Background: an optimization exercise with open tools, aiming at small area and a short achievable clock period. Do not read the settings as production practice. The RTL was checked by simulation tests, not by an equivalence proof against the original design. Power and IR drop assume default switching activity.

File: flow/config.mk
export PLATFORM = sky130hd
export DESIGN_NAME = LEGv8_Processor
export DESIGN_NICKNAME = LEGv8_Processor
export VERILOG_FILES = /design/flow/design.v
export SDC_FILE = /design/flow/constraint.sdc
export NUM_CORES = 4
export LEC_CHECK = 0
export CAP_MARGIN = 30
export CORE_MARGIN = 2
export CORE_UTILIZATION = 40
export SETUP_SLACK_MARGIN = 4.5
export SLEW_MARGIN = 40
export TNS_END_PERCENT = 0
File: flow/constraint.sdc
create_clock -name core_clock -period 7.3 [get_ports {clk}]
set_input_delay 1.4600 -clock core_clock [delete_from_list [all_inputs] [get_ports {clk}]]
set_output_delay 1.4600 -clock core_clock [all_outputs]
set_load 0.01 [all_outputs]
File: flow/design.v
`timescale 1ns / 1ps
module LEGv8_Processor(
    input        clk,
    input        rst,
    input [31:0] inst,
    input [63:0] RD_DM,
    output wire [63:0] PC,
    output wire [63:0] address_DM,
    output wire [63:0] WD_DM,
    output wire        MemRead_DM,
    output wire        MemWrite_DM
    );
    reg  [63:2] pc_q;
    reg         ex_take;
    reg  [63:0] ex_res;
    assign PC = {pc_q, 2'b00};
    always @(posedge clk)
        if (rst)
            pc_q <= 62'd0;
        else if (ex_take)
            pc_q <= ex_res[63:2];
        else
            pc_q <= pc_q + 62'd1;
    wire [10:0] op = inst[31:21];
    wire f_ld  = (op == 11'b11111000010);
    wire f_st  = (op == 11'b11111000000);
    wire f_cbz = (op[10:3] == 8'b10110100);
    wire f_b   = (op[10:5] == 6'b000101);
    wire f_r   = ~(f_ld | f_st | f_cbz | f_b);
    reg [25:0] if_inst;
    reg [7:0]  if_s1, if_s2;
    reg [3:0]  if_h1, if_h2;
    reg [63:2] if_pc;
    reg        if_valid;
    reg        if_ld, if_st, if_cbz, if_b, if_br, if_r, if_sub, if_logic, if_orr;
    always @(posedge clk) begin
        if_inst  <= inst[25:0];
        if_s1    <= (f_cbz | f_b) ? 8'd0 : (8'd1 << inst[7:5]);
        if_h1    <= 4'd1 << inst[9:8];
        if_s2    <= 8'd1 << (inst[28] ? inst[2:0] : inst[18:16]);
        if_h2    <= 4'd1 << (inst[28] ? inst[4:3] : inst[20:19]);
        if_pc    <= pc_q;
        if_valid <= ~rst;
        if_ld    <= f_ld;
        if_st    <= f_st;
        if_cbz   <= f_cbz;
        if_b     <= f_b;
        if_br    <= f_cbz | f_b;
        if_r     <= f_r;
        if_sub   <= (op == 11'b11001011000);
        if_logic <= (op == 11'b10001010000) | (op == 11'b10101010000);
        if_orr   <= (op == 11'b10101010000);
    end
    wire d_mem = if_ld | if_st;
    reg [27:0] d_imm;
    always @(*)
        if (d_mem)
            d_imm = {{19{if_inst[20]}}, if_inst[20:12]};
        else if (if_cbz)
            d_imm = {{7{if_inst[23]}}, if_inst[23:5], 2'b00};
        else
            d_imm = {if_inst[25:0], 2'b00};
    reg [63:0] rf [0:31];
    reg [63:0] wb_data;
    reg [31:0] wb_we;             
    reg [63:0] q1 [0:3];
    reg [63:0] q2 [0:3];
    integer k, h;
    always @(*)
        for (h = 0; h < 4; h = h + 1) begin
            q1[h] = 64'd0;
            q2[h] = 64'd0;
            for (k = 0; k < 8; k = k + 1) begin
                q1[h] = q1[h] | ({64{if_s1[k]}} & rf[8*h + k]);
                q2[h] = q2[h] | ({64{if_s2[k]}} & rf[8*h + k]);
            end
        end
    wire [63:0] rd1 = ({64{if_h1[0]}} & q1[0]) | ({64{if_h1[1]}} & q1[1]) |
                      ({64{if_h1[2]}} & q1[2]) | ({64{if_h1[3]}} & q1[3]) |
                      (if_br ? {if_pc, 2'b00} : 64'd0);
    wire [63:0] rd2 = ({64{if_h2[0]}} & q2[0]) | ({64{if_h2[1]}} & q2[1]) |
                      ({64{if_h2[2]}} & q2[2]) | ({64{if_h2[3]}} & q2[3]);
    integer w;
    always @(posedge clk) begin
        for (w = 0; w < 31; w = w + 1)
            if (wb_we[w] & ~rst)
                rf[w] <= wb_data;
        if (rst)
            rf[31] <= 64'd0;
        else if (wb_we[31])
            rf[31] <= wb_data;
    end
    wire [63:0] opb = if_r ? (rd2 ^ {64{if_sub}}) : {{36{d_imm[27]}}, d_imm};
    wire [63:0] p0  = rd1 ^ opb;
    wire [63:0] g0  = rd1 & (opb & {64{~if_logic}});
    wire [63:0] lg  = if_orr ? (rd1 | rd2) : (rd1 & rd2);
    reg [63:0] id_p;
    reg [63:1] id_g;
    reg        id_g0;
    reg [63:0] id_wd;
    reg [4:0]  id_wr;
    reg        id_ld, id_st, id_cbz, id_b_br, id_rw;
    always @(posedge clk) begin
        id_p  <= if_logic ? lg : {p0[63:1], rd1[0] ^ (if_r ? rd2[0] : d_imm[0])};
        id_g  <= g0[63:1];
        id_g0 <= if_sub ? (rd1[0] | ~rd2[0]) : g0[0];
        id_wd     <= rd2;
        id_wr     <= if_inst[4:0];
        if (rst) begin
            id_ld   <= 1'b0;
            id_st   <= 1'b0;
            id_cbz  <= 1'b0;
            id_b_br <= 1'b0;
            id_rw   <= 1'b0;
        end else begin
            id_ld   <= if_valid & if_ld;
            id_st   <= if_valid & if_st;
            id_cbz  <= if_valid & if_cbz;
            id_b_br <= if_valid & if_b;
            id_rw   <= if_valid & (if_r | if_ld);
        end
    end
    reg [63:0] kg [0:6];
    reg [63:0] kp [0:6];
    integer l, j;
    always @(*) begin
        kg[0] = {id_g, id_g0};
        kp[0] = id_p;
        for (l = 0; l < 6; l = l + 1)
            for (j = 0; j < 64; j = j + 1)
                if (j >= (1 << l)) begin
                    kg[l+1][j] = kg[l][j] | (kp[l][j] & kg[l][j - (1 << l)]);
                    kp[l+1][j] = kp[l][j] & kp[l][j - (1 << l)];
                end else begin
                    kg[l+1][j] = kg[l][j];
                    kp[l+1][j] = kp[l][j];
                end
    end
    wire [63:0] res  = id_p ^ {kg[6][62:0], 1'b0};
    wire        take = id_b_br | (id_cbz & ~|id_wd);
    reg [63:0] ex_wd;
    reg [4:0]  ex_wr;
    reg        ex_ld, ex_st, ex_rw;
    always @(posedge clk) begin
        ex_res <= res;
        ex_wd  <= id_wd;
        ex_wr  <= id_wr;
        if (rst) begin
            ex_ld   <= 1'b0;
            ex_st   <= 1'b0;
            ex_rw   <= 1'b0;
            ex_take <= 1'b0;
        end else begin
            ex_ld   <= id_ld;
            ex_st   <= id_st;
            ex_rw   <= id_rw;
            ex_take <= take;
        end
    end
    assign address_DM  = ex_res;
    assign WD_DM       = ex_wd;
    assign MemRead_DM  = ex_ld;
    assign MemWrite_DM = ex_st;
    always @(posedge clk) begin
        wb_data <= ex_ld ? RD_DM : ex_res;
        wb_we   <= (~rst & ex_rw) ? (32'd1 << ex_wr) : 32'd0;
    end
endmodule
File: flow/run.sh
#!/bin/bash
# synth_recipe.tcl (not shown) runs the flow's synth.tcl, then flattens the netlist and writes it again
# the make line also repeats each setting of config.mk as NAME=value (left out here)
make -C /OpenROAD-flow-scripts/flow DESIGN_CONFIG=/design/flow/config.mk WORK_HOME=/design/flow/orfs CLKGATE_MAP_FILE= SYNTH_SCRIPT=/design/flow/synth_recipe.tcl finish
==> flow_metrics.env, run 1 <==
export IMPL_outcome="timing/DRC/antenna clean"
export IMPL_cts_buffers=274
export IMPL_ctsHtreeMaxLevel=5
export IMPL_fin_ws_ps=4050
export IMPL_cts_hold_buf=0
export IMPL_whs_ps=330
export IMPL_drc=0
export IMPL_ys_seq_elements=2666
export IMPL_criticalPathCategory="flip-flop to flip-flop"
export IMPL_pre_cts_ws_ps=3150
export IMPL_final_util_pct=48.1
export IMPL_power_mw=39.7
export IMPL_p_switching_mw=11.4
export IMPL_worst_slew_pin_transition_ps=1020
export IMPL_power_frac_comb_pct=11.8
export IMPL_die_y_um=523
export IMPL_clkTransAtPathRegs_ps=60
export IMPL_power_density_nw_per_um2=308
export IMPL_design_area_um2=129000
export IMPL_cp_max_fo=7
export IMPL_first_pass_iters=13
export IMPL_fin_crit_sh_pct=44.5
export IMPL_syn2layout_area_growth_pct=19.6
export IMPL_cap_violations=0
export IMPL_peakVddDrop_mv=0.175
export IMPL_switching_share_pct=28.7
export IMPL_max_slew_margin_rel_pct=31.8
export IMPL_cts_sinks=2666
export IMPL_synth_most_common_cell="a22oi_1"
export IMPL_grt_pass1_wl_um=616000
export IMPL_hp_class="flip-flop to flip-flop"
export IMPL_seqPwrFrac_pct=52.8
export IMPL_tns_ps=0
export IMPL_required_ps=7990
export IMPL_synth_distinct_cells=79
export IMPL_vias_per_cell=7.12
export IMPL_intPower_mw=28.3
export IMPL_cellLeakagePower_nw=42.1
export IMPL_async_reset_ff_share_pct=0
export IMPL_synthFlopType="edfxtp_1"
export IMPL_cts_tree="yes"
export IMPL_yosysTopAreaCell="edfxtp_1"
export IMPL_syn_avg_cell_area_um2=13.5
export IMPL_drv_slew=0
export IMPL_worst_endpoint_arrival_ps=3940
export IMPL_vias=86200
export IMPL_synth_top_area_share_pct=55.2
export IMPL_rows=190
export IMPL_grt_max_degree=100
export IMPL_ios=292
export IMPL_synth_edf_count=1984
export IMPL_clk_latency_ps=890
export IMPL_drtAntennaViolNets=0
export IMPL_syn_inst=7984
export IMPL_crit_path_end_kind="flip-flop"
export IMPL_syn_cell_area_um2=108000
export IMPL_ys_warn_count=6
export IMPL_gr_total_overflow=0
export IMPL_antenna_found_initial=30
export IMPL_cts_buffer_depth=4
export IMPL_max_freq_mhz=308
export IMPL_drive_above_1_share_pct=14.7
export IMPL_core_area_um2=268000
export IMPL_detailed_place_hpwl_um=252000
export IMPL_start_kind="flip-flop"
export IMPL_start_util_pct=40.2
export IMPL_nets=8417
export IMPL_final_hold_viol_count=0
export IMPL_rsz0062_at_grt="yes"
export IMPL_fp_dieW_um=523
export IMPL_die_area_um2=274000
export IMPL_clkPwrFrac_pct=35.5
export IMPL_wl_per_cell_um=39.0
export IMPL_track_usage_pct=31.6
export IMPL_post_dp_cell_area_um2=116000
export IMPL_drtIter0Drc=19600
export IMPL_dp_cells=11400
export IMPL_ys_seq_area_share_pct=67.9
export IMPL_period_minus_slack_ps=3250
export IMPL_synth_commonest_cells="a22oi_1, edfxtp_1, dfxtp_1"
export IMPL_grt_pass1_vias=79100
export IMPL_drt_total_wl_um=472000
export IMPL_synth_area_top_cells="edfxtp_1, a22oi_1, dfxtp_1"
export IMPL_clockRootBuffer="clkbuf_16"
export IMPL_final_cells=12100
export IMPL_fin_skew_ps=79.0
export IMPL_setup_viol=0
export IMPL_port_buffers=289
export IMPL_routabilityCongestion=0.918
==> worst paths after layout <==
path	startpoint	end	slack (ps)	cells after the start
worst max-delay path	if_s1[1]	id_p[31]	4050	11
worst min-delay path	id_wr[4]	ex_wr[4]	330	0
worst max register to register	if_s1[1]	id_p[31]	4050	11
worst min register to register	id_wr[4]	ex_wr[4]	330	0
==> power groups by stage <==
stage	clock (mW)	sequential (mW)	combinational, mW
6_report	14.1	21.0	4.67
5_1_grt	14.7	21.1	4.77
3_5_place_dp	0	21.2	4.14
2_1_floorplan	0	20.2	1.94
4_1_cts	14.1	20.8	4.15
3_3_place_gp	0	21.1	4.11
==> kinds of logic (layout without fill, tap and decap cells) <==
logic type | after synthesis | in the layout | synth area share, %
xor+xnor | 232 | 232 | 1.88
fa+ha+maj | 66 | 66 | 0.617
compound gates | 2773 | 2773 | 18.9
simple gates | 1306 | 1306 | 6.45
other cells | 1 | 19 | 0.00348
flops | 2666 | 2666 | 67.9
mux | 155 | 155 | 1.51
buf+inv | 785 | 1331 | 2.77
==> area by class of cell <==
cell class                 instances  area, um^2
timing repair buffer             691        8560
antenna                           17        42.5
clock inverter                   123        1150
clock buffer                     367        7660
inverter                         150         563
fill                           22700      139000
multi-input combinational       4534       33000
sequential                      2666       73600
tap                             3552        4440
==> critical path, cell delays in order (launching register included) <==
cell	delay, ps
dfxtp_4	440
buf_12	200
buf_16	150
a22oi_1	180
nand4_1	140
a222oi_1	920
inv_1	160
a221oi_2	260
inv_1	120
maj3_1	350
nand2_1	60
o21ai_0	80
==> state kept, by name, summed over array words and instances (netlist names), 4 cells and up <==
register  flops
ex_res       64
ex_wd        64
ex_wr         5
id_g         62
id_p         64
id_wd        64
id_wr         5
if_h1         4
if_h2         4
if_inst      26
if_pc        62
if_s1         8
if_s2         8
pc_q         62
rf         2048
wb_data      64
wb_we        32
==> layer usage <==
layer	part of all wire, %	GRT usage (%)	vias to the layer above	wire length [um]
met5	0.11	0	-	540
met4	5.4	14.0	38	25400
met3	19	14.2	1644	87200
met2	41	44.8	9011	194000
met1	35	41.4	42300	165000
li1	-	-	33200	-
==> cells in the final DEF, fill, tap and decap left out, types with 93 or more instances in the layout <==
master           instances
a21oi_1                190
a22oi_1               2128
buf_4                  174
clkbuf_16              324
clkdlybuf4s50_1         96
dfxtp_1                513
dfxtp_2                125
dlygate4sd2_1          181
edfxtp_1              1984
inv_1                  143
mux2i_1                 93
nand2_1                200
nand4_1                535
nor2_1                 267
o21ai_0                105
xnor2_1                154
==> repair_timing <==
item / CTS / global route
setup buffers: 42 / 91
endpoints found under the hold margin: 0 / 0
gates resized for setup: 434 / 236
cloned: 13 / 40
endpoints found under the setup margin: 809 / 737
pin swaps: 29 / 95
==> run 2: changes to the inputs <==
--- a/flow/config.mk
+++ b/flow/config.mk
@@ -10,2 +10,4 @@
 export CORE_UTILIZATION = 40
+export CTS_CLUSTER_DIAMETER = 100
+export CTS_CLUSTER_SIZE = 24
 export SETUP_SLACK_MARGIN = 4.5
==> run 2 against run 1 <==
Flip-flop and latch count is the same. Non-clock buffer count increased by 19. Sequential power barely moved. Via count decreased by 1.8%. Clock power down 42%. Largest cell class unchanged. Utilization decreased by 1.8 points. Hold slack gained 6.8 ps. Register-to-register slack barely moved. Highest routed layer unchanged. Critical path depth shrank 2. Synthesized area unchanged. Clock skew fell by 30 ps. Final cell count shrank 2.0%.
==> flow_metrics.env, run 2 <==
export IMPL_grt_max_degree=100
export IMPL_peakVddDrop_mv=0.241
export IMPL_cts_hold_buf=0
export IMPL_vias=84600
export IMPL_r2r_cells=9
export IMPL_die_y_um=523
export IMPL_wl_per_cell_um=39.6
export IMPL_fillCellCount=23200
export IMPL_critPathSlowestCell="a22oi_1"
export IMPL_worst_slew_pin_transition_ps=1030
export IMPL_routabilityCongestion=0.918
export IMPL_hp_class="flip-flop to flip-flop"
export IMPL_whs_ps=336
export IMPL_synth_area_top_cells="edfxtp_1, a22oi_1, dfxtp_1"
export IMPL_synth_distinct_cells=79
export IMPL_dp_cells=11400
export IMPL_synth_commonest_cells="a22oi_1, edfxtp_1, dfxtp_1"
export IMPL_cp_max_fo=94
export IMPL_setup_viol=0
export IMPL_cpPeakStageDelay_ps=440
export IMPL_grt_pass1_vias=78000
export IMPL_cp_top_family="compound AO/OA/AOI/OAI gates"
export IMPL_die_area_um2=274000
export IMPL_required_ps=8070
export IMPL_criticalPathCategory="flip-flop to flip-flop"
export IMPL_ctsHtreeMaxLevel=3
export IMPL_cts_sinks=2666
export IMPL_synth_most_common_cell="a22oi_1"
export IMPL_first_pass_iters=13
export IMPL_ys_warn_count=6
export IMPL_power_density_nw_per_um2=272
export IMPL_syn2layout_area_growth_pct=15.2
export IMPL_final_common_cell="a22oi_1"
export IMPL_start_kind="flip-flop"
export IMPL_whs_path_depth=0
export IMPL_yosysTopAreaCell="edfxtp_1"
export IMPL_cellLeakagePower_nw=39.7
export IMPL_outcome="timing/DRC/antenna clean"
export IMPL_nets=8283
export IMPL_fin_crit_sh_pct=44.7
export IMPL_rr_startpoint="if_s2[6]"
export IMPL_port_buffers=289
export IMPL_syn_avg_cell_area_um2=13.5
export IMPL_drv_slew=0
export IMPL_antenna_found_initial=24
export IMPL_syn_cell_area_um2=108000
export IMPL_max_freq_mhz=306
export IMPL_post_dp_cell_area_um2=116000
export IMPL_detailed_place_hpwl_um=252000
export IMPL_start_util_pct=40.2
export IMPL_path_cells="buf_16, a22oi_1, nand4_1, a22oi_1, nand2_1, xnor2_1, a21oi_1, nor3b_1, buf_4"
export IMPL_final_hold_viol_count=0
export IMPL_regMostFlops="rf"
export IMPL_ys_seq_elements=2666
export IMPL_synth_top_area_share_pct=55.2
export IMPL_clkTransAtPathRegs_ps=100
export IMPL_min_to="ex_wr[1]"
export IMPL_drc=0
export IMPL_design_area_um2=124000
export IMPL_ys_seq_area_share_pct=67.9
export IMPL_power_mw=33.8
export IMPL_core_area_um2=268000
export IMPL_largest_reg_flops=2048
export IMPL_regArea_um2=73600
export IMPL_cts_tree="yes"
export IMPL_clockRootBuffer="clkbuf_16"
export IMPL_crit_path_end_kind="flip-flop"
export IMPL_tns_ps=0
export IMPL_syn_inst=7984
export IMPL_synthFlopType="edfxtp_1"
export IMPL_multiInputGateArea_um2=33100
export IMPL_crit_top_cell="a22oi_1"
export IMPL_worst_endpoint_arrival_ps=4030
export IMPL_drtIter0Drc=18500
export IMPL_rows=190
export IMPL_crit_buf_inv=2
export IMPL_drive_above_1_share_pct=12.7
export IMPL_gr_total_overflow=0
export IMPL_grt_pass1_wl_um=610000
export IMPL_final_cells=11900
export IMPL_clk_latency_ps=860
export IMPL_reg2reg_to="id_g[49]"
export IMPL_max_slew_margin_rel_pct=31.2
export IMPL_track_usage_pct=31.3
export IMPL_worst_path_stages=9
export IMPL_final_cell_mix="a22oi_1, edfxtp_1, nand4_1"
export IMPL_synth_edf_count=1984
export IMPL_rsz0062_at_grt="yes"
export IMPL_cts_buffers=121
export IMPL_async_reset_ff_share_pct=0
export IMPL_reg2reg_setup_slack_ps=4040
export IMPL_fp_dieW_um=523
export IMPL_ios=292
export IMPL_drt_total_wl_um=470000
export IMPL_cap_violations=0
export IMPL_fin_skew_ps=49.3
export IMPL_hp_start="id_wr[1]"
export IMPL_cts_buffer_depth=3
export IMPL_vias_per_cell=7.13
export IMPL_period_minus_slack_ps=3260
export IMPL_drtAntennaViolNets=0
==> run 2: cell counts after synthesis <==
Identical to the previous run, type by type.
==> run 2: final cells by class <==
class                   instances  share of cell area, %
clock inverters                 3                 0.0292
diodes                         23                 0.0463
clock buffers                 223                   2.85
well taps                    3552                   3.58
multi-input cells            4534                   26.6
inverters                     150                  0.453
repair buffers                710                   7.17
flip-flops and latches       2666                   59.3
==> run 2: how the worst max path moves through the flow <==
| stage | start | slack [ps] | end |
|---|---|---|---|
| 3_5_place_dp | rst | 3150 | id_ld |
| 4_1_cts | if_s1[7] | 4200 | id_p[2] |
| 3_3_place_gp | pc_q[2] | 2030 | pc_q[54] |
| 6_report | if_s2[6] | 4040 | id_g[49] |
| 2_1_floorplan | rst | 4120 | rf[10][0] |
| 5_1_grt | if_s2[6] | 4180 | id_g[49] |
==> run 2: cells by family after synthesis <==
family / count (synthesis) / synth area share, %
AOI/OAI and AO/OA: 2773 / 18.9
xor gates and xnor gates: 232 / 1.88
adders and majority gates: 66 / 0.617
buffers and inverters: 785 / 2.77
DFF: 2666 / 67.9
muxes: 155 / 1.51
other: 1 / 0.00348
and+or+nand+nor: 1306 / 6.45
==> run 2: power by group <==
part	internal [mW]	leakage (nW)	switching, mW
Sequential	18.7	23.6	2.30
Combinational	1.58	14.4	3.10
Clock	3.29	1.70	4.85
Total	23.5	39.7	10.2
==> run 2: metrics by stage <==
step / setup WS (ps) / utilization (%)
3_3_place_gp: 2030 / 42.9
3_5_place_dp: 3150 / 43.2
6_report: 4040 / 46.3
4_1_cts: 4200 / 45.1
5_1_grt: 4180 / 46.3
2_1_floorplan: 4120 / -
==> run 2: metal layers <==
metal	vias to the layer above	GRT usage [%]	wire length (um)
li1	32800	-	-
met1	41600	41.2	165000
met2	8653	44.6	194000
met3	1507	13.3	85800
met4	26	14.2	24600
met5	-	0	155
==> run 2: timing repair <==
action / 4_1_cts / 5_1_grt
gates cloned: 13 / 51
endpoints found under the setup margin: 814 / 740
resized for setup: 472 / 264
buffers inserted: 54 / 85
pin swaps: 30 / 83
==> run 3: changes to the inputs <==
--- a/flow/config.mk
+++ b/flow/config.mk
@@ -7,5 +7,5 @@
 export LEC_CHECK = 0
-export CAP_MARGIN = 30
+export CAP_MARGIN = 20
 export CORE_MARGIN = 2
-export CORE_UTILIZATION = 40
+export CORE_UTILIZATION = 35
 export CTS_CLUSTER_DIAMETER = 100
@@ -13,3 +13,3 @@
 export SETUP_SLACK_MARGIN = 4.5
-export SLEW_MARGIN = 40
+export SLEW_MARGIN = 20
 export TNS_END_PERCENT = 0
==> run 3 against run 2 <==
Still clean. Sequential share of layout area is 0.36 points higher. Combinational power is 3% lower. Non-clock buffer count is 48 lower. Utilization is 6.1 points lower. Clock skew is 5.1 ps higher. Die area is 14% higher. Routed wire length is 0.71% lower. Maximum frequency is 4.4% lower. Total power is 0.67% lower. Register-to-register slack worse by 150 ps. Synthesized area stayed put. Count of clock-buffer cells in the layout is 6 lower. Largest cell class unchanged.
==> flow_metrics.env, run 3 <==
export IMPL_start_kind="flip-flop"
export IMPL_rows=203
export IMPL_drtAntennaViolNets=0
export IMPL_crit_buf_inv=5
export IMPL_grt_pass1_vias=79800
export IMPL_path_cells="buf_4, buf_16, buf_16, a22oi_1, nand4_1, a222oi_1, inv_1, a221oi_4, inv_2, maj3_1, nand2_1, o21ai_0"
export IMPL_synth_compound_area_share_pct=18.9
export IMPL_switching_share_pct=30.2
export IMPL_hp_class="flip-flop to flip-flop"
export IMPL_outcome="timing/DRC/antenna clean"
export IMPL_fin_ws_ps=3890
export IMPL_required_ps=7990
export IMPL_cts_tree="yes"
export IMPL_syn_inst=7984
export IMPL_worst_slew_pin_transition_ps=1310
export IMPL_ys_seq_elements=2666
export IMPL_synth_distinct_cells=79
export IMPL_regArea_um2=73600
export IMPL_drt_total_wl_um=467000
export IMPL_cts_buffers=121
export IMPL_regMostFlops="rf"
export IMPL_fp_dieW_um=559
export IMPL_reg2reg_setup_slack_ps=3890
export IMPL_synth_edf_count=1984
export IMPL_ys_warn_count=6
export IMPL_grt_max_degree=108
export IMPL_setup_viol=0
export IMPL_yosysTopAreaCell="edfxtp_1"
export IMPL_power_mw=33.6
export IMPL_period_minus_slack_ps=3410
export IMPL_antenna_found_initial=38
export IMPL_synth_most_common_cell="a22oi_1"
export IMPL_crit_top_cell="buf_16"
export IMPL_die_y_um=559
export IMPL_nets=8236
export IMPL_pre_cts_ws_ps=3240
export IMPL_cts_sinks=2666
export IMPL_cpPeakStageDelay_ps=840
export IMPL_synth_mux_area_share_pct=1.51
export IMPL_routabilityCongestion=0.921
export IMPL_synth_xor_area_share_pct=1.88
export IMPL_start_util_pct=35.2
export IMPL_synth_commonest_cells="a22oi_1, edfxtp_1, dfxtp_1"
export IMPL_syn_cell_area_um2=108000
export IMPL_critPathSlowestCell="a222oi_1"
export IMPL_power_density_nw_per_um2=272
export IMPL_fin_skew_ps=54.4
export IMPL_drv_slew=0
export IMPL_synth_area_top_cells="edfxtp_1, a22oi_1, dfxtp_1"
export IMPL_ys_seq_area_share_pct=67.9
export IMPL_fillCellCount=28000
export IMPL_port_buffers=289
export IMPL_synth_top_family_by_area="compound AO/OA/AOI/OAI gates"
export IMPL_seqPwrFrac_pct=62.7
export IMPL_first_pass_iters=10
export IMPL_intPower_mw=23.4
export IMPL_cp_max_fo=23
export IMPL_cap_violations=0
export IMPL_final_cell_mix="a22oi_1, edfxtp_1, nand4_1"
export IMPL_fin_crit_sh_pct=46.7
export IMPL_die_area_um2=313000
export IMPL_largest_reg_flops=2048
export IMPL_vias_per_cell=6.86
export IMPL_synth_top_area_share_pct=55.2
export IMPL_track_usage_pct=28.2
export IMPL_grt_pass1_wl_um=634000
export IMPL_cp_top_family="compound AO/OA/AOI/OAI gates"
export IMPL_cts_buffer_depth=3
export IMPL_clockRootBuffer="clkbuf_16"
export IMPL_core_area_um2=306000
export IMPL_peakVddDrop_mv=0.243
export IMPL_yosys_area_share_simple_pct=6.45
export IMPL_clkPwrFrac_pct=23.9
export IMPL_wl_per_cell_um=37.8
export IMPL_whs_path_depth=0
export IMPL_multiInputGateArea_um2=32800
export IMPL_final_common_cell="a22oi_1"
export IMPL_synthFlopType="edfxtp_1"
export IMPL_final_util_pct=40.3
export IMPL_final_hold_viol_count=0
export IMPL_syn2layout_area_growth_pct=14.4
export IMPL_clkTransAtPathRegs_ps=100
export IMPL_max_slew_margin_rel_pct=11.4
export IMPL_drive_above_1_share_pct=10.9
export IMPL_crit_path_end_kind="flip-flop"
export IMPL_rsz0062_at_grt="yes"
export IMPL_cellLeakagePower_nw=39.2
export IMPL_worst_path_stages=12
export IMPL_syn_avg_cell_area_um2=13.5
export IMPL_cts_hold_buf=0
export IMPL_power_frac_comb_pct=13.5
export IMPL_clk_latency_ps=850
export IMPL_criticalPathCategory="flip-flop to flip-flop"
export IMPL_async_reset_ff_share_pct=0
export IMPL_p_switching_mw=10.1
export IMPL_gr_total_overflow=0
export IMPL_r2r_cells=12
export IMPL_ios=292
export IMPL_post_synth_fa_ha_maj_area_fraction_pct=0.617
export IMPL_tns_ps=0
export IMPL_vias=84800
export IMPL_max_freq_mhz=293
export IMPL_drc=0
export IMPL_drtIter0Drc=18300
export IMPL_whs_ps=339
export IMPL_worst_endpoint_arrival_ps=4100
export IMPL_ctsHtreeMaxLevel=3
export IMPL_detailed_place_hpwl_um=255000
-- run 3: cell counts after synthesis --
No cell type changed its count.
-- run 3: worst paths after layout --
check / end / from
hold / removal: ex_res[0] / id_p[0]
setup reg to reg: id_p[53] / if_s1[5]
setup / recovery: id_p[53] / if_s1[5]
hold reg to reg: ex_res[0] / id_p[0]
-- run 3: cell families after synthesis --
kind of cell    Yosys count
compound gates         2773
fa+ha+maj                66
flops                  2666
mux                     155
simple gates           1306
other cells               1
buf+inv                 785
xor+xnor                232
-- run 3: cell type report --
cell class	instances	share of cell area, %
Inverter	150	0.456
Clock inverter	8	0.0801
Clock buffer	217	2.76
Multi-Input combinational cell	4535	26.6
Timing Repair Buffer	662	6.31
Antenna cell	12	0.0243
Tap cell	4100	4.16
Sequential cell	2666	59.6
-- run 3: metal layers --
metal  global-route usage [%]  share of wire (%)  up-vias
li1                         -                  -    32700
met1                     36.2                 35    41700
met2                     41.2                 42     8644
met3                     10.7                 17     1710
met4                     14.4                6.1       40
met5                        0              0.055        -
-- run 3: power by group through the flow --
stage,combinational (mW),sequential [mW],clock [mW]
detailed placement,4.09,21.2,0
global route,4.63,21.1,8.51
global placement,4.07,21.2,0
finish,4.52,21.0,8.00
floorplan,1.94,20.2,0
CTS,4.23,20.9,8.00
-- run 3: what timing repair did --
| action | in CTS | in global routing |
|---|---|---|
| gates resized for setup | 505 | 82 |
| cloned | 35 | 6 |
| setup buffers | 105 | 37 |
| pin swaps | 39 | 38 |
| setup endpoints to repair | 949 | 1063 |
-- run 3: through the flow --
| step | instances | area, um^2 |
|---|---|---|
| after detailed placement | 11900 | 116000 |
| after global routing | 12300 | 123000 |
| after floorplan | 7985 | 108000 |
| after CTS | 12300 | 122000 |
| final | 12400 | 123000 |
| after global placement | 11900 | 116000 |
==> run 4: changes to the inputs <==
--- a/flow/config.mk
+++ b/flow/config.mk
@@ -9,3 +9,3 @@
 export CORE_MARGIN = 2
-export CORE_UTILIZATION = 35
+export CORE_UTILIZATION = 45
 export CTS_CLUSTER_DIAMETER = 100
==> run 4 against run 3 <==
Critical path depth decreased by 3. Hold slack got worse by 6.4 ps. Sequential share of layout area increased by 0.40 points. Die area decreased by 22%. Largest power group unchanged. Total power increased by 0.55%. Worst setup slack got worse by 120 ps. Cell area decreased by 0.63%. Utilization increased by 11 points. Synthesized cell count unchanged.
==> flow_metrics.env, run 4 <==
export IMPL_port_buffers=289
export IMPL_fillCellCount=19700
export IMPL_synth_area_top_cells="edfxtp_1, a22oi_1, dfxtp_1"
export IMPL_final_util_pct=51.5
export IMPL_gr_total_overflow=0
export IMPL_ios=292
export IMPL_clkTransAtPathRegs_ps=100
export IMPL_synth_commonest_cells="a22oi_1, edfxtp_1, dfxtp_1"
export IMPL_hp_start="id_p[0]"
export IMPL_ys_seq_area_share_pct=67.9
export IMPL_reg2reg_setup_slack_ps=3770
export IMPL_track_usage_pct=37.4
export IMPL_ys_seq_elements=2666
export IMPL_die_area_um2=244000
export IMPL_grt_pass1_vias=78600
export IMPL_final_common_cell="a22oi_1"
export IMPL_vias=85400
export IMPL_syn_cell_area_um2=108000
export IMPL_cts_sinks=2666
export IMPL_critPathSlowestCell="buf_4"
export IMPL_synth_top_area_share_pct=55.2
export IMPL_drc=0
export IMPL_crit_start="if_s2[2]"
export IMPL_max_freq_mhz=283
export IMPL_start_kind="flip-flop"
export IMPL_nets=8254
export IMPL_first_pass_iters=19
export IMPL_routabilityCongestion=0.942
export IMPL_rr_startpoint="if_s2[2]"
export IMPL_required_ps=7990
export IMPL_tns_ps=0
export IMPL_max_slew_margin_rel_pct=16.8
export IMPL_drtAntennaViolNets=0
export IMPL_period_minus_slack_ps=3530
export IMPL_final_hold_viol_count=0
export IMPL_drive_above_1_share_pct=11.3
export IMPL_crit_path_end_kind="flip-flop"
export IMPL_wl_per_cell_um=41.7
export IMPL_r2r_cells=9
export IMPL_reg2reg_to="id_g[5]"
export IMPL_drtIter0Drc=18800
export IMPL_peakVddDrop_mv=0.231
export IMPL_grt_met3_usage_pct=16.6
export IMPL_crit_buf_inv=2
export IMPL_drv_slew=0
export IMPL_busiest_layer="met2"
export IMPL_path_cells="buf_4, buf_16, a22oi_1, nand4_1, a22oi_1, nand2_1, xor2_1, a21oi_1, nor3_1"
export IMPL_cp_top_family="simple AND/OR/NAND/NOR gates"
export IMPL_outcome="timing/DRC/antenna clean"
export IMPL_synthFlopType="edfxtp_1"
export IMPL_clockRootBuffer="clkbuf_16"
export IMPL_cap_violations=0
export IMPL_fp_dieW_um=494
export IMPL_grt_max_degree=153
export IMPL_cpPeakStageDelay_ps=520
export IMPL_worst_endpoint_arrival_ps=4220
export IMPL_start_util_pct=45.3
export IMPL_detailed_place_hpwl_um=261000
export IMPL_cellLeakagePower_nw=39.1
export IMPL_cts_buffers=121
export IMPL_synth_distinct_cells=79
export IMPL_antenna_found_initial=33
export IMPL_core_area_um2=238000
export IMPL_drt_total_wl_um=478000
export IMPL_die_y_um=494
export IMPL_ys_warn_count=6
export IMPL_yosysTopAreaCell="edfxtp_1"
export IMPL_grt_pass1_wl_um=640000
export IMPL_worst_path_stages=9
export IMPL_syn2layout_area_growth_pct=13.7
export IMPL_cts_tree="yes"
export IMPL_cts_buffer_depth=3
export IMPL_regMostFlops="rf"
export IMPL_synth_edf_count=1984
export IMPL_syn_inst=7984
export IMPL_cp_max_fo=72
export IMPL_clk_latency_ps=880
export IMPL_min_to="ex_res[0]"
export IMPL_synth_most_common_cell="a22oi_1"
export IMPL_fin_crit_sh_pct=48.4
export IMPL_grt_use_met1_pct=47.7
export IMPL_syn_avg_cell_area_um2=13.5
export IMPL_crit_top_cell="a22oi_1"
export IMPL_largest_reg_flops=2048
export IMPL_hp_class="flip-flop to flip-flop"
export IMPL_setup_viol=0
export IMPL_rsz0062_at_grt="yes"
export IMPL_final_cell_mix="a22oi_1, edfxtp_1, nand4_1"
export IMPL_vias_per_cell=7.45
export IMPL_async_reset_ff_share_pct=0
export IMPL_rows=179
export IMPL_power_density_nw_per_um2=275
export IMPL_fin_skew_ps=47.4
export IMPL_whs_path_depth=0
export IMPL_criticalPathCategory="flip-flop to flip-flop"
export IMPL_grt_met2_usage_pct=52.8
export IMPL_worst_slew_pin_transition_ps=1230
export IMPL_ctsHtreeMaxLevel=3
==> run 4: cell families (layout without fill, tap and decap cells) <==
family / after synthesis / after routing / share of synthesized area, %
muxes: 155 / 155 / 1.51
xor gates and xnor gates: 232 / 232 / 1.88
adders and majority gates: 66 / 66 / 0.617
other: 1 / 44 / 0.00348
AOI/OAI and AO/OA: 2773 / 2773 / 18.9
DFF: 2666 / 2666 / 67.9
buffers and inverters: 785 / 1055 / 2.77
and+or+nand+nor: 1306 / 1307 / 6.45
==> run 4: layer usage <==
| layer | vias up | part of all wire, % |
|---|---|---|
| met5 | - | 0.049 |
| met4 | 34 | 6.8 |
| met3 | 1818 | 18 |
| met2 | 9100 | 41 |
| met1 | 41700 | 34 |
| li1 | 32800 | - |
==> run 4: repair_timing <==
| action | 4_1_cts | 5_1_grt |
|---|---|---|
| hold buffers | 0 | 0 |
| cloned | 31 | 7 |
| pin swaps | 38 | 48 |
| setup endpoints to repair | 732 | 746 |
| setup buffers | 94 | 57 |
| gates resized for setup | 410 | 132 |
==> run 4: worst max-delay path by stage <==
stage                      to  slack, ps
finish                id_g[5]       3770
global route         id_p[30]       3920
CTS                   id_p[8]       4060
detailed placement  wb_we[23]       2880
global placement     if_s1[4]       2760
floorplan           rf[10][0]       4120
==> run 4: cell type report <==
type / count / area [um^2] / share of cell area [%]
diodes: 42 / 105 / 0.0857
clock buffers: 217 / 3400 / 2.77
clock inverters: 8 / 96.3 / 0.0786
inverters: 150 / 567 / 0.462
multi-input cells: 4535 / 32700 / 26.7
flip-flops and latches: 2666 / 73600 / 60.0
well taps: 3167 / 3960 / 3.23
repair buffers: 680 / 8140 / 6.64
==> run 4: per-stage QoR <==
step | std cells | hold WS (ps) | area [um^2] | total power [mW] | setup slack [ps]
finish | 11500 | 332 | 123000 | 33.7 | 3770
global route | 11400 | 345 | 122000 | 34.4 | 3920
CTS | 11400 | 334 | 121000 | 33.2 | 4060
detailed placement | 11000 | 318 | 115000 | 25.4 | 2880
global placement | 11000 | 318 | 115000 | 25.3 | 2760
floorplan | 7985 | 310 | 108000 | 22.1 | 4120
==> run 4: report_power, final <==
group | total (mW) | internal (mW) | leakage [nW] | switching [mW]
registers | 21.0 | 18.7 | 23.6 | 2.38
logic | 4.68 | 1.60 | 13.9 | 3.07
clock network | 8.02 | 3.18 | 1.66 | 4.84
==> run 5: changes to the inputs <==
--- a/flow/config.mk
+++ b/flow/config.mk
@@ -9,3 +9,3 @@
 export CORE_MARGIN = 2
-export CORE_UTILIZATION = 45
+export CORE_UTILIZATION = 40
 export CTS_CLUSTER_DIAMETER = 100
==> run 5 against run 4 <==
Total power barely moved. Cell area increased by 1.1%. Routed wire length decreased by 2.4%. Synthesized area unchanged. Register-to-register slack gained 90 ps. Final cell count rose by 3.5%. Worst setup slack better by 88 ps. Clock power up 1%. Die area grew 12%. Critical endpoint is now id_p[39]. Largest cell class unchanged.
==> flow_metrics.env, run 5 <==
export IMPL_synth_edf_count=1984
export IMPL_fin_skew_ps=51.1
export IMPL_synthFlopType="edfxtp_1"
export IMPL_path_cells="buf_16, a22oi_2, nand4_1, a222oi_1, inv_1, a221oi_2, inv_1, maj3_2, nand2_1, o21ai_1"
export IMPL_power_mw=33.8
export IMPL_regMostFlops="rf"
export IMPL_outcome="timing/DRC/antenna clean"
export IMPL_grt_max_degree=100
export IMPL_final_cells=11900
export IMPL_whs_ps=338
export IMPL_r2r_cells=10
export IMPL_reg2reg_to="id_p[39]"
export IMPL_drive_above_1_share_pct=12.2
export IMPL_crit_top_cell="inv_1"
export IMPL_cts_tree="yes"
export IMPL_clk_latency_ps=860
export IMPL_ys_seq_area_share_pct=67.9
export IMPL_syn2layout_area_growth_pct=14.9
export IMPL_hp_start="id_wr[1]"
export IMPL_synth_most_common_cell="a22oi_1"
export IMPL_final_hold_viol_count=0
export IMPL_port_buffers=289
export IMPL_cap_violations=0
export IMPL_drtIter0Drc=18500
export IMPL_start_kind="flip-flop"
export IMPL_criticalPathCategory="flip-flop to flip-flop"
export IMPL_rr_startpoint="if_s1[6]"
export IMPL_cellLeakagePower_nw=39.7
export IMPL_syn_avg_cell_area_um2=13.5
export IMPL_largest_reg_flops=2048
export IMPL_period_minus_slack_ps=3440
export IMPL_drv_slew=0
export IMPL_synth_top_area_share_pct=55.2
export IMPL_cts_sinks=2666
export IMPL_synth_area_top_cells="edfxtp_1, a22oi_1, dfxtp_1"
export IMPL_dp_cells=11400
export IMPL_cp_max_fo=13
export IMPL_max_freq_mhz=290
export IMPL_power_density_nw_per_um2=272
export IMPL_max_slew_margin_rel_pct=12.4
export IMPL_routabilityCongestion=0.918
export IMPL_first_pass_iters=17
export IMPL_reg2reg_setup_slack_ps=3860
export IMPL_detailed_place_hpwl_um=250000
export IMPL_grt_pass1_vias=78800
export IMPL_vias=85000
export IMPL_ys_warn_count=6
export IMPL_whs_path_depth=0
export IMPL_syn_cell_area_um2=108000
export IMPL_design_area_um2=124000
export IMPL_crit_path_end_kind="flip-flop"
export IMPL_ctsHtreeMaxLevel=3
export IMPL_syn_inst=7984
export IMPL_yosysTopAreaCell="edfxtp_1"
export IMPL_gr_total_overflow=0
export IMPL_wl_per_cell_um=39.3
export IMPL_async_reset_ff_share_pct=0
export IMPL_clkTransAtPathRegs_ps=110
export IMPL_post_dp_cell_area_um2=115000
export IMPL_nets=8294
export IMPL_fillCellCount=23200
export IMPL_cpPeakStageDelay_ps=1170
export IMPL_drc=0
export IMPL_drtAntennaViolNets=0
export IMPL_synth_distinct_cells=79
export IMPL_drt_total_wl_um=467000
export IMPL_fp_dieW_um=523
export IMPL_die_y_um=523
export IMPL_ios=292
export IMPL_rsz0062_at_grt="yes"
export IMPL_rows=190
export IMPL_setup_viol=0
export IMPL_clockRootBuffer="clkbuf_16"
export IMPL_die_area_um2=274000
export IMPL_start_util_pct=40.2
export IMPL_final_cell_mix="a22oi_1, edfxtp_1, nand4_1, dfxtp_1, nor2_1"
export IMPL_hp_class="flip-flop to flip-flop"
export IMPL_vias_per_cell=7.17
export IMPL_synth_commonest_cells="a22oi_1, edfxtp_1, dfxtp_1"
export IMPL_antenna_found_initial=37
export IMPL_cts_buffers=121
export IMPL_track_usage_pct=32.6
export IMPL_worst_slew_pin_transition_ps=1300
export IMPL_cts_hold_buf=0
export IMPL_min_to="ex_wr[1]"
export IMPL_fin_crit_sh_pct=47.2
export IMPL_ys_seq_elements=2666
export IMPL_critPathSlowestCell="a222oi_1"
export IMPL_cts_buffer_depth=3
export IMPL_core_area_um2=268000
export IMPL_tns_ps=0
export IMPL_worst_endpoint_arrival_ps=4140
export IMPL_final_common_cell="a22oi_1"
export IMPL_required_ps=7990
export IMPL_peakVddDrop_mv=0.226
export IMPL_grt_pass1_wl_um=630000
run 5: critical path, delay by kind of cell (launching register included):
| kind | cells | cell delay [ps] |
|---|---|---|
| fa+ha+maj | 1 | 300 |
| compound gates | 4 | 1670 |
| flops | 1 | 420 |
| buf+inv | 3 | 500 |
| simple gates | 2 | 360 |
run 5: worst max-delay path by stage:
| stage | from | to | slack (ps) |
|---|---|---|---|
| final | if_s1[6] | id_p[39] | 3860 |
| after global routing | if_s1[6] | id_p[42] | 3950 |
| after CTS | if_s1[5] | id_p[39] | 4220 |
| after detailed placement | pc_q[2] | pc_q[54] | 2970 |
| after global placement | pc_q[2] | pc_q[54] | 2030 |
| after floorplan | rst | rf[10][0] | 4120 |
run 5: timing repair:
| item | 4_1_cts | 5_1_grt |
|---|---|---|
| gates resized for setup | 635 | 56 |
| gates cloned | 48 | 3 |
| pin swaps | 71 | 40 |
| endpoints found under the setup margin | 1008 | 939 |
| setup buffers | 165 | 17 |
run 5: per-stage QoR:
| step | utilization [%] | setup WS (ps) |
|---|---|---|
| 2_1_floorplan | - | 4120 |
| 3_3_place_gp | 42.9 | 2030 |
| 3_5_place_dp | 43.0 | 2970 |
| 4_1_cts | 46.0 | 4220 |
| 5_1_grt | 46.2 | 3950 |
| 6_report | 46.2 | 3860 |
run 5: where the power goes:
part / total (mW) / switching (mW) / leakage [nW] / internal, mW
registers: 20.9 / 2.27 / 23.6 / 18.7
clock network: 8.13 / 4.83 / 1.70 / 3.30
logic: 4.72 / 3.11 / 14.5 / 1.61
total: 33.8 / 10.2 / 39.7 / 23.6
run 5: per-layer routing:
layer / track usage (%) / vias up / share of wire [%]
met3: 14.7 / 1590 / 18
li1: - / 32800 / -
met1: 42.2 / 41900 / 35
met2: 46.4 / 8636 / 41
met5: 0 / - / 0.051
met4: 15.1 / 40 / 5.5
run 5: cell type report:
type,instances,area (um^2),area share [%]
Clock buffer,221,3540,2.86
Clock inverter,5,37.5,0.0303
Antenna cell,16,40.0,0.0323
Multi-Input combinational cell,4534,33000,26.6
Sequential cell,2666,73600,59.3
Tap cell,3552,4440,3.59
Inverter,150,563,0.454
Timing Repair Buffer,721,8750,7.06
run 5: kinds of logic (layout without fill, tap and decap cells):
| group | after synthesis | in the layout | share of synthesized area (%) |
|---|---|---|---|
| and+or+nand+nor | 1306 | 1306 | 6.45 |
| DFF | 2666 | 2666 | 67.9 |
| other | 1 | 18 | 0.00348 |
| muxes | 155 | 155 | 1.51 |
| AOI/OAI and AO/OA | 2773 | 2773 | 18.9 |
| adders and majority gates | 66 | 66 | 0.617 |
| xor gates and xnor gates | 232 | 232 | 1.88 |
| buffers and inverters | 785 | 1097 | 2.77 |
==> run 6: changes to the inputs <==
--- a/flow/config.mk
+++ b/flow/config.mk
@@ -12,2 +12,3 @@
 export CTS_CLUSTER_SIZE = 24
+export PLACE_DENSITY = 0.7
 export SETUP_SLACK_MARGIN = 4.5
==> run 6 against run 5 <==
Flip-flop and latch count stayed put. Count of clock-buffer cells in the layout is 2 lower. Die area did not move. Synthesized cell count did not move. Worst setup slack worse by 62 ps. Critical path type unchanged. Critical endpoint is now id_p[19]. Largest power group unchanged. Highest routed layer unchanged.
==> flow_metrics.env, run 6 <==
export IMPL_outcome="timing/DRC/antenna clean"
export IMPL_yosysTopAreaCell="edfxtp_1"
export IMPL_final_util_pct=45.5
export IMPL_final_cells=11700
export IMPL_drt_total_wl_um=432000
export IMPL_hp_class="flip-flop to flip-flop"
export IMPL_port_buffers=289
export IMPL_ios=292
export IMPL_first_pass_iters=22
export IMPL_die_area_um2=274000
export IMPL_async_reset_ff_share_pct=0
export IMPL_final_cell_mix="a22oi_1, edfxtp_1, dfxtp_1"
export IMPL_clkTransAtPathRegs_ps=100
export IMPL_largest_reg_flops=2048
export IMPL_ys_seq_elements=2666
export IMPL_gr_total_overflow=0
export IMPL_cellLeakagePower_nw=38.8
export IMPL_wl_per_cell_um=36.8
export IMPL_drtAntennaViolNets=0
export IMPL_synth_top_area_share_pct=55.2
export IMPL_synthFlopType="edfxtp_1"
export IMPL_cts_buffer_depth=3
export IMPL_cts_sinks=2666
export IMPL_grt_pass1_wl_um=593000
export IMPL_critPathSlowestCell="a222oi_1"
export IMPL_cp_max_fo=5
export IMPL_rsz0062_at_grt="yes"
export IMPL_final_common_cell="a22oi_1"
export IMPL_path_cells="buf_12, buf_12, buf_16, a22oi_2, nand4_1, a222oi_1, inv_1, a221oi_4, inv_1, maj3_1, nand2_1, o21ai_1"
export IMPL_synth_most_common_cell="a22oi_1"
export IMPL_clockRootBuffer="clkbuf_16"
export IMPL_whs_ps=349
export IMPL_fp_dieW_um=523
export IMPL_setup_viol=0
export IMPL_required_ps=7990
export IMPL_vias=84500
export IMPL_track_usage_pct=30.0
export IMPL_power_mw=33.3
export IMPL_routabilityCongestion=0.969
export IMPL_syn_inst=7984
export IMPL_syn2layout_area_growth_pct=13.0
export IMPL_worst_path_stages=12
export IMPL_clk_latency_ps=860
export IMPL_drc=0
export IMPL_power_density_nw_per_um2=273
export IMPL_grt_max_degree=104
export IMPL_fin_skew_ps=53.9
export IMPL_pre_cts_ws_ps=3060
export IMPL_nets=8175
export IMPL_die_y_um=523
export IMPL_synth_distinct_cells=79
export IMPL_cpPeakStageDelay_ps=1190
export IMPL_vias_per_cell=7.20
export IMPL_max_freq_mhz=285
export IMPL_peakVddDrop_mv=0.257
export IMPL_post_dp_cell_area_um2=115000
export IMPL_ys_seq_area_share_pct=67.9
export IMPL_synth_commonest_cells="a22oi_1, edfxtp_1, dfxtp_1"
export IMPL_fin_crit_sh_pct=48.0
export IMPL_worst_slew_pin_transition_ps=1400
export IMPL_detailed_place_hpwl_um=229000
export IMPL_cp_top_family="compound AO/OA/AOI/OAI gates"
export IMPL_cts_buffers=121
export IMPL_cts_tree="yes"
export IMPL_drive_above_1_share_pct=10.2
export IMPL_worst_endpoint_arrival_ps=4190
export IMPL_ctsHtreeMaxLevel=3
export IMPL_crit_buf_inv=5
export IMPL_cap_violations=0
export IMPL_design_area_um2=122000
export IMPL_final_hold_viol_count=0
export IMPL_drv_slew=0
export IMPL_max_slew_margin_rel_pct=6.97
export IMPL_synth_area_top_cells="edfxtp_1, a22oi_1, dfxtp_1"
export IMPL_whs_path_depth=0
export IMPL_period_minus_slack_ps=3510
export IMPL_fin_ws_ps=3790
export IMPL_tns_ps=0
export IMPL_antenna_found_initial=25
export IMPL_syn_cell_area_um2=108000
export IMPL_ys_warn_count=6
export IMPL_rows=190
export IMPL_synth_edf_count=1984
export IMPL_start_util_pct=40.2
export IMPL_start_kind="flip-flop"
export IMPL_dp_cells=11300
export IMPL_criticalPathCategory="flip-flop to flip-flop"
export IMPL_crit_path_end_kind="flip-flop"
export IMPL_r2r_cells=12
export IMPL_syn_avg_cell_area_um2=13.5
export IMPL_drtIter0Drc=20000
export IMPL_grt_pass1_vias=79800
export IMPL_core_area_um2=268000
export IMPL_regMostFlops="rf"
run 6: changes by cell type in the layout (fill, tap and decap cells not counted), sizes merged:
cell	delta
clkbuf	-6
buf	-117
clkdlybuf4s15	+5
dlygate4sd2	-4
inv	+1
clkinvlp	-1
nor2	+1
clkinv	-1
run 6: logic make-up (layout without fill, tap and decap cells):
| family | Yosys count | count (layout) | share of synthesized area [%] |
|---|---|---|---|
| mux | 155 | 155 | 1.51 |
| xor+xnor | 232 | 232 | 1.88 |
| compound gates | 2773 | 2773 | 18.9 |
| flops | 2666 | 2666 | 67.9 |
| fa+ha+maj | 66 | 66 | 0.617 |
| other cells | 1 | 18 | 0.00348 |
| simple gates | 1306 | 1307 | 6.45 |
| buf+inv | 785 | 974 | 2.77 |
run 6: area by class of cell:
type | count | area, um^2
antenna | 16 | 40.0
clock buffer | 219 | 3480
clock inverter | 4 | 45.0
fill | 23000 | 146000
inverter | 150 | 563
multi-input combinational | 4535 | 32600
sequential | 2666 | 73600
tap | 3552 | 4440
timing repair buffer | 601 | 7130
run 6: where the power goes:
group	switching (mW)	leakage, nW	total [mW]	internal [mW]
Sequential	2.32	23.6	21.0	18.7
Combinational	2.79	13.5	4.30	1.50
Clock	4.72	1.67	7.96	3.25
run 6: routing by layer:
layer	up-vias	GRT usage [%]	routed length [um]
met5	-	0.381	400
met4	32	17.1	29800
met3	2025	14.3	83100
met2	9256	43.4	179000
met1	40600	36.6	140000
li1	32600	-	-
run 6: what timing repair did:
item | in CTS | in global routing
cloned | 36 | 0
gates resized for setup | 584 | 6
pin swaps | 53 | 8
buffers inserted | 112 | 6
hold buffers | 0 | 0
endpoints found under the setup margin | 1037 | 987
run 6: path summary, 6_finish.rpt:
kind / slack, ps / endpoint / from
setup / recovery: 3790 / id_p[19] / if_s1[0]
hold / removal: 350 / ex_wr[1] / id_wr[1]
setup reg to reg: 3790 / id_p[19] / if_s1[0]
hold reg to reg: 350 / ex_wr[1] / id_wr[1]
==> run 7: changes to the inputs <==
--- a/flow/config.mk
+++ b/flow/config.mk
@@ -7,3 +7,3 @@
 export LEC_CHECK = 0
-export CAP_MARGIN = 20
+export CAP_MARGIN = 30
 export CORE_MARGIN = 2
@@ -12,5 +12,4 @@
 export CTS_CLUSTER_SIZE = 24
-export PLACE_DENSITY = 0.7
-export SETUP_SLACK_MARGIN = 4.5
-export SLEW_MARGIN = 20
+export SETUP_SLACK_MARGIN = 4.8
+export SLEW_MARGIN = 40
 export TNS_END_PERCENT = 0
==> run 7 against run 6 <==
Count of clock-buffer cells in the layout up 4. Global-route usage up 2.8 points. Sequential power about the same. Maximum frequency grew 6.7%. Non-clock buffer count grew 206. Flip-flop and latch count is the same. Register-to-register slack gained 220 ps. Synthesized area unchanged. Sequential share of layout area shrank 1.7 points. First-iteration DRC count fell by 5.3%. Clock skew is 9.0 ps lower. Hold slack lost 12 ps. Largest power group unchanged. Highest routed layer unchanged.
==> flow_metrics.env, run 7 <==
export IMPL_max_slew_margin_rel_pct=34.4
export IMPL_synth_edf_count=1984
export IMPL_fp_dieW_um=523
export IMPL_power_density_nw_per_um2=270
export IMPL_grt_pass1_wl_um=635000
export IMPL_ios=292
export IMPL_nets=8380
export IMPL_dp_cells=11400
export IMPL_grt_max_degree=95
export IMPL_cts_buffers=121
export IMPL_first_pass_iters=12
export IMPL_syn2layout_area_growth_pct=16.6
export IMPL_outcome="timing/DRC/antenna clean"
export IMPL_synth_area_top_cells="edfxtp_1, a22oi_1, dfxtp_1"
export IMPL_final_common_cell="a22oi_1"
export IMPL_tns_ps=0
export IMPL_fin_skew_ps=44.9
export IMPL_cellLeakagePower_nw=40.1
export IMPL_port_buffers=289
export IMPL_async_reset_ff_share_pct=0
export IMPL_crit_path_end_kind="flip-flop"
export IMPL_max_freq_mhz=304
export IMPL_ys_seq_area_share_pct=67.9
export IMPL_criticalPathCategory="flip-flop to flip-flop"
export IMPL_syn_avg_cell_area_um2=13.5
export IMPL_final_cell_mix="a22oi_1, edfxtp_1, nand4_1"
export IMPL_start_util_pct=40.2
export IMPL_rows=190
export IMPL_cap_violations=0
export IMPL_die_y_um=523
export IMPL_syn_cell_area_um2=108000
export IMPL_cts_buffer_depth=3
export IMPL_ys_warn_count=6
export IMPL_detailed_place_hpwl_um=252000
export IMPL_drtAntennaViolNets=0
export IMPL_gr_total_overflow=0
export IMPL_synth_distinct_cells=79
export IMPL_synth_top_area_share_pct=55.2
export IMPL_yosysTopAreaCell="edfxtp_1"
export IMPL_final_hold_viol_count=0
export IMPL_synthFlopType="edfxtp_1"
export IMPL_worst_endpoint_arrival_ps=4000
export IMPL_largest_reg_flops=2048
export IMPL_start_kind="flip-flop"
export IMPL_setup_viol=0
export IMPL_track_usage_pct=32.8
export IMPL_clk_latency_ps=850
export IMPL_drt_total_wl_um=477000
export IMPL_synth_most_common_cell="a22oi_1"
export IMPL_ys_seq_elements=2666
export IMPL_antenna_found_initial=27
export IMPL_ctsHtreeMaxLevel=3
export IMPL_drv_slew=0
export IMPL_routabilityCongestion=0.918
export IMPL_vias_per_cell=7.16
export IMPL_clkTransAtPathRegs_ps=110
export IMPL_core_area_um2=268000
export IMPL_die_area_um2=274000
export IMPL_pre_cts_ws_ps=3150
export IMPL_drtIter0Drc=19000
export IMPL_peakVddDrop_mv=0.239
export IMPL_clockRootBuffer="clkbuf_16"
export IMPL_regMostFlops="rf"
export IMPL_required_ps=8020
export IMPL_synth_commonest_cells="a22oi_1, edfxtp_1, dfxtp_1"
export IMPL_cts_tree="yes"
export IMPL_fin_ws_ps=4020
export IMPL_wl_per_cell_um=39.9
export IMPL_drive_above_1_share_pct=15.4
export IMPL_vias=85700
export IMPL_drc=0
export IMPL_grt_pass1_vias=79300
export IMPL_hp_class="flip-flop to flip-flop"
export IMPL_period_minus_slack_ps=3280
export IMPL_worst_slew_pin_transition_ps=985
export IMPL_rsz0062_at_grt="yes"
export IMPL_cp_max_fo=53
export IMPL_final_cells=12000
export IMPL_fin_crit_sh_pct=45.0
export IMPL_syn_inst=7984
export IMPL_cts_sinks=2666
==> run 7: metrics by stage <==
stage | util [%] | hold WS [ps] | area (um^2) | power (mW)
final | 46.9 | 337 | 126000 | 34.0
after global routing | 46.9 | 352 | 126000 | 34.7
after CTS | 46.3 | 337 | 124000 | 33.4
after detailed placement | 43.2 | 313 | 116000 | 25.3
after global placement | 42.9 | 318 | 115000 | 25.2
after floorplan | - | 310 | 108000 | 22.1
==> run 7: worst paths after layout <==
path | start | end | slack [ps] | cells past startpoint
worst min-delay path | id_wr[1] | ex_wr[1] | 340 | 0
worst max-delay path | if_s1[2] | id_p[2] | 4020 | 10
worst max register to register | if_s1[2] | id_p[2] | 4020 | 10
worst min register to register | id_wr[1] | ex_wr[1] | 340 | 0
==> run 7: cell families after synthesis <==
family	Yosys count	share of synthesized area, %
simple gates	1306	6.45
mux	155	1.51
xor+xnor	232	1.88
flops	2666	67.9
other cells	1	0.00348
buf+inv	785	2.77
fa+ha+maj	66	0.617
compound gates	2773	18.9
==> run 7: layout make-up <==
type	instances	area [um^2]
sequential	2666	73700
clock buffer	223	3540
fill	22900	142000
inverter	150	563
timing repair buffer	807	10200
tap	3552	4440
clock inverter	3	36.3
antenna	27	67.6
multi-input combinational	4534	33200
==> run 7: layer usage <==
metal  vias up  GRT usage [%]  routed length, um
li1      33000              -                  -
met1     42200           42.8             167000
met2      8804           46.6             196000
met3      1627           14.0              87100
met4        32           16.2              27100
met5         -              0                299
==> run 7: worst max-delay path: stages, from the launching register on <==
cell	delay (ps)
dfxtp_4	420
buf_12	200
a22oi_2	250
nand4_1	550
a222oi_1	620
inv_1	220
a221oi_4	240
inv_1	80
maj3_2	310
nand2_1	70
o21ai_1	70
==> run 7: power breakdown <==
part	switching, mW	internal, mW
clock	4.83	3.29
combinational	3.19	1.73
sequential	2.29	18.7
total	10.3	23.7
==> run 7: repair_timing <==
action,in CTS,in global routing
pin swaps,69,76
cloned,48,20
resized for setup,968,120
hold buffers,0,0
buffers inserted,177,56
setup endpoints to repair,1266,1155
==> run 8: changes to the inputs <==
--- a/flow/config.mk
+++ b/flow/config.mk
@@ -7,9 +7,9 @@
 export LEC_CHECK = 0
-export CAP_MARGIN = 30
+export CAP_MARGIN = 20
 export CORE_MARGIN = 2
-export CORE_UTILIZATION = 40
+export CORE_UTILIZATION = 38
 export CTS_CLUSTER_DIAMETER = 100
-export CTS_CLUSTER_SIZE = 24
-export SETUP_SLACK_MARGIN = 4.8
-export SLEW_MARGIN = 40
+export CTS_CLUSTER_SIZE = 22
+export SETUP_SLACK_MARGIN = 4.5
+export SLEW_MARGIN = 30
 export TNS_END_PERCENT = 0
==> run 8 against run 7 <==
Die area rose by 5.2%. Hold slack improved by 8.0 ps. Synthesized cell count did not move. Sequential power fell by 2%. Still clean on timing, DRC and antenna. Clock power rose by 8.4%. Flip-flop and latch count did not move. Register-to-register slack got worse by 270 ps. Synthesized area did not move.
==> flow_metrics.env, run 8 <==
export IMPL_fin_skew_ps=47.0
export IMPL_start_util_pct=38.2
export IMPL_clkTransAtPathRegs_ps=100
export IMPL_rows=195
export IMPL_port_buffers=289
export IMPL_fp_dieW_um=537
export IMPL_track_usage_pct=29.6
export IMPL_drive_above_1_share_pct=11.2
export IMPL_cts_hold_buf=0
export IMPL_grt_pass1_vias=76900
export IMPL_wl_met1_um=162000
export IMPL_detailed_place_hpwl_um=252000
export IMPL_setup_viol=0
export IMPL_syn_cell_area_um2=108000
export IMPL_drt_total_wl_um=447000
export IMPL_critPathSlowestCell="nor3b_1"
export IMPL_cp_max_fo=98
export IMPL_cts_buffer_depth=4
export IMPL_worst_endpoint_arrival_ps=4230
export IMPL_ys_seq_area_share_pct=67.9
export IMPL_yosysTopAreaCell="edfxtp_1"
export IMPL_max_freq_mhz=282
export IMPL_design_area_um2=124000
export IMPL_drv_slew=0
export IMPL_rsz0062_at_grt="yes"
export IMPL_gr_total_overflow=0
export IMPL_cpPeakStageDelay_ps=560
export IMPL_hp_class="flip-flop to flip-flop"
export IMPL_crit_path_end_kind="flip-flop"
export IMPL_vias_per_cell=6.94
export IMPL_start_kind="flip-flop"
export IMPL_fin_crit_sh_pct=48.6
export IMPL_period_minus_slack_ps=3550
export IMPL_reg2reg_to="id_g[51]"
export IMPL_synth_edf_count=1984
export IMPL_min_to="ex_wd[26]"
export IMPL_crit_top_cell="a22oi_1"
export IMPL_drc=0
export IMPL_top_layer="met5"
export IMPL_outcome="timing/DRC/antenna clean"
export IMPL_grt_pass1_wl_um=611000
export IMPL_synth_area_top_cells="edfxtp_1, a22oi_1, dfxtp_1"
export IMPL_synth_distinct_cells=79
export IMPL_clk_latency_ps=870
export IMPL_ys_seq_elements=2666
export IMPL_core_area_um2=282000
export IMPL_routabilityCongestion=0.953
export IMPL_ios=292
export IMPL_regMostFlops="rf"
export IMPL_largest_reg_flops=2048
export IMPL_syn_inst=7984
export IMPL_vias=83400
export IMPL_wl_met2_um=185000
export IMPL_final_common_cell="a22oi_1"
export IMPL_syn2layout_area_growth_pct=14.8
export IMPL_max_slew_margin_rel_pct=25.9
export IMPL_worst_slew_pin_transition_ps=1100
export IMPL_final_cell_mix="a22oi_1, edfxtp_1, dfxtp_1"
export IMPL_cts_tree="yes"
export IMPL_final_hold_viol_count=0
export IMPL_die_y_um=537
export IMPL_peakVddDrop_mv=0.234
export IMPL_cts_buffers=147
export IMPL_hp_start="id_wd[26]"
export IMPL_synth_commonest_cells="a22oi_1, edfxtp_1, dfxtp_1"
export IMPL_cts_sinks=2666
export IMPL_synth_top_area_share_pct=55.2
export IMPL_nets=8280
export IMPL_async_reset_ff_share_pct=0
export IMPL_fin_ws_ps=3750
export IMPL_reg2reg_setup_slack_ps=3750
export IMPL_first_pass_iters=10
export IMPL_pre_cts_ws_ps=2950
export IMPL_route_met3_wl_um=79500
export IMPL_cap_violations=0
export IMPL_syn_avg_cell_area_um2=13.5
export IMPL_final_util_pct=43.8
export IMPL_drtIter0Drc=16700
export IMPL_post_dp_cell_area_um2=116000
export IMPL_cellLeakagePower_nw=39.6
export IMPL_ctsHtreeMaxLevel=4
export IMPL_synthFlopType="edfxtp_1"
export IMPL_die_area_um2=288000
export IMPL_grt_max_degree=116
export IMPL_r2r_cells=8
export IMPL_criticalPathCategory="flip-flop to flip-flop"
export IMPL_clockRootBuffer="clkbuf_16"
export IMPL_required_ps=7980
export IMPL_antenna_found_initial=22
export IMPL_ys_warn_count=6
export IMPL_tns_ps=0
export IMPL_power_density_nw_per_um2=278
export IMPL_drtAntennaViolNets=0
export IMPL_wl_per_cell_um=37.2
export IMPL_synth_most_common_cell="a22oi_1"
export IMPL_path_cells="buf_16, a22oi_1, nand4_1, a22oi_1, nand2_1, xnor2_1, a21oi_1, nor3b_1"
export IMPL_rr_startpoint="if_s2[1]"
export IMPL_whs_path_depth=0
## run 8: area by class of cell
cell class              count  area [um^2]
fillers                 24900       159000
flip-flops and latches   2666        73500
multi-input cells        4534        32700
repair buffers            681         8110
well taps                3743         4680
clock buffers             233         4040
inverters                 150          563
clock inverters             5         48.8
diodes                     11         27.5
## run 8: critical path: cells and delay by family (launching register included)
kind,cells,cell delay [ps]
buf+inv,1,300
flops,1,520
simple gates,3,1100
compound gates,3,980
xor+xnor,1,200
## run 8: layer usage
metal / vias up / global-route usage, %
li1: 32800 / -
met2: 8024 / 42.5
met1: 41300 / 39.9
met4: 14 / 11.0
met5: - / 0
met3: 1301 / 12.3
## run 8: where the power goes
part	total, mW	switching, mW	internal, mW
Combinational	5.04	3.42	1.62
Clock	8.80	4.94	3.85
Sequential	20.6	1.96	18.6
## run 8: per-stage QoR
step | std cells | hold WS (ps) | total power, mW
4_1_cts | 12000 | 345 | 34.0
2_1_floorplan | 7985 | 310 | 22.1
3_5_place_dp | 11600 | 313 | 25.4
5_1_grt | 12000 | 353 | 35.1
6_report | 12000 | 345 | 34.4
3_3_place_gp | 11600 | 317 | 25.3
## run 8: how the worst max path moves through the flow
stage	startpoint	endpoint	slack [ps]	cells past startpoint
2_1_floorplan	rst	rf[10][0]	4120	3
3_3_place_gp	pc_q[2]	pc_q[54]	2110	10
3_5_place_dp	pc_q[2]	pc_q[54]	2950	10
4_1_cts	ex_wd[2]	WD_DM[2]	4110	1
5_1_grt	if_s1[3]	id_p[59]	3840	13
6_report	if_s2[1]	id_g[51]	3750	8
## run 8: timing repair
item,CTS,global route
pin swaps,76,24
buffers inserted,137,10
cloned,36,0
endpoints found under the setup margin,974,994
gates resized for setup,506,17
## run 8: kinds of logic after synthesis
kind of cell | after synthesis | synth area share [%]
buffers and inverters | 785 | 2.77
DFF | 2666 | 67.9
other | 1 | 0.00348
and+or+nand+nor | 1306 | 6.45
xor gates and xnor gates | 232 | 1.88
adders and majority gates | 66 | 0.617
muxes | 155 | 1.51
AOI/OAI and AO/OA | 2773 | 18.9

re-timing with driven ports:
How much do the figures lean on ideal ports? The routed layouts below were timed once more, with nothing changed but the port constraints.
Step 1 sets driving cells, clkbuf_16 on the clock port and buf_2 on the other inputs (assumed; they add their load-dependent delay and slew).
Step 2, shift: input delay + t, output delay - t, t = (earliest + latest rising clock arrival at the registers) / 2. This alone moves slack from input paths to output paths.
Slacks: ideal / step 1 / step 2; pairs: ideal / step 1.
run	shift t [ns]	setup slack, ns	hold slack, ns	worst slew at a driven data input, ns
run 1	0.960	4.051 / 4.051 / 3.178	0.329 / 0.329 / 0.329	0.13
run 2	0.925	4.037 / 4.037 / 3.190	0.336 / 0.336 / 0.336	0.14
run 3	0.921	3.888 / 3.888 / 3.178	0.339 / 0.339 / 0.339	0.12
run 4	0.964	3.768 / 3.768 / 3.088	0.332 / 0.332 / 0.332	0.10
run 5	0.930	3.856 / 3.856 / 3.205	0.338 / 0.338 / 0.338	0.13
run 6	0.935	3.794 / 3.794 / 3.225	0.349 / 0.349 / 0.349	0.11
run 7	0.924	4.015 / 4.015 / 3.213	0.337 / 0.337 / 0.337	0.14
run 8	0.945	3.749 / 3.749 / 3.067	0.345 / 0.345 / 0.345	0.08
After both steps setup and hold are still met in every run listed. For run 1, which loses most, drivers alone change the setup slack by 0.000 ns; drivers and shift together by -0.873 ns.
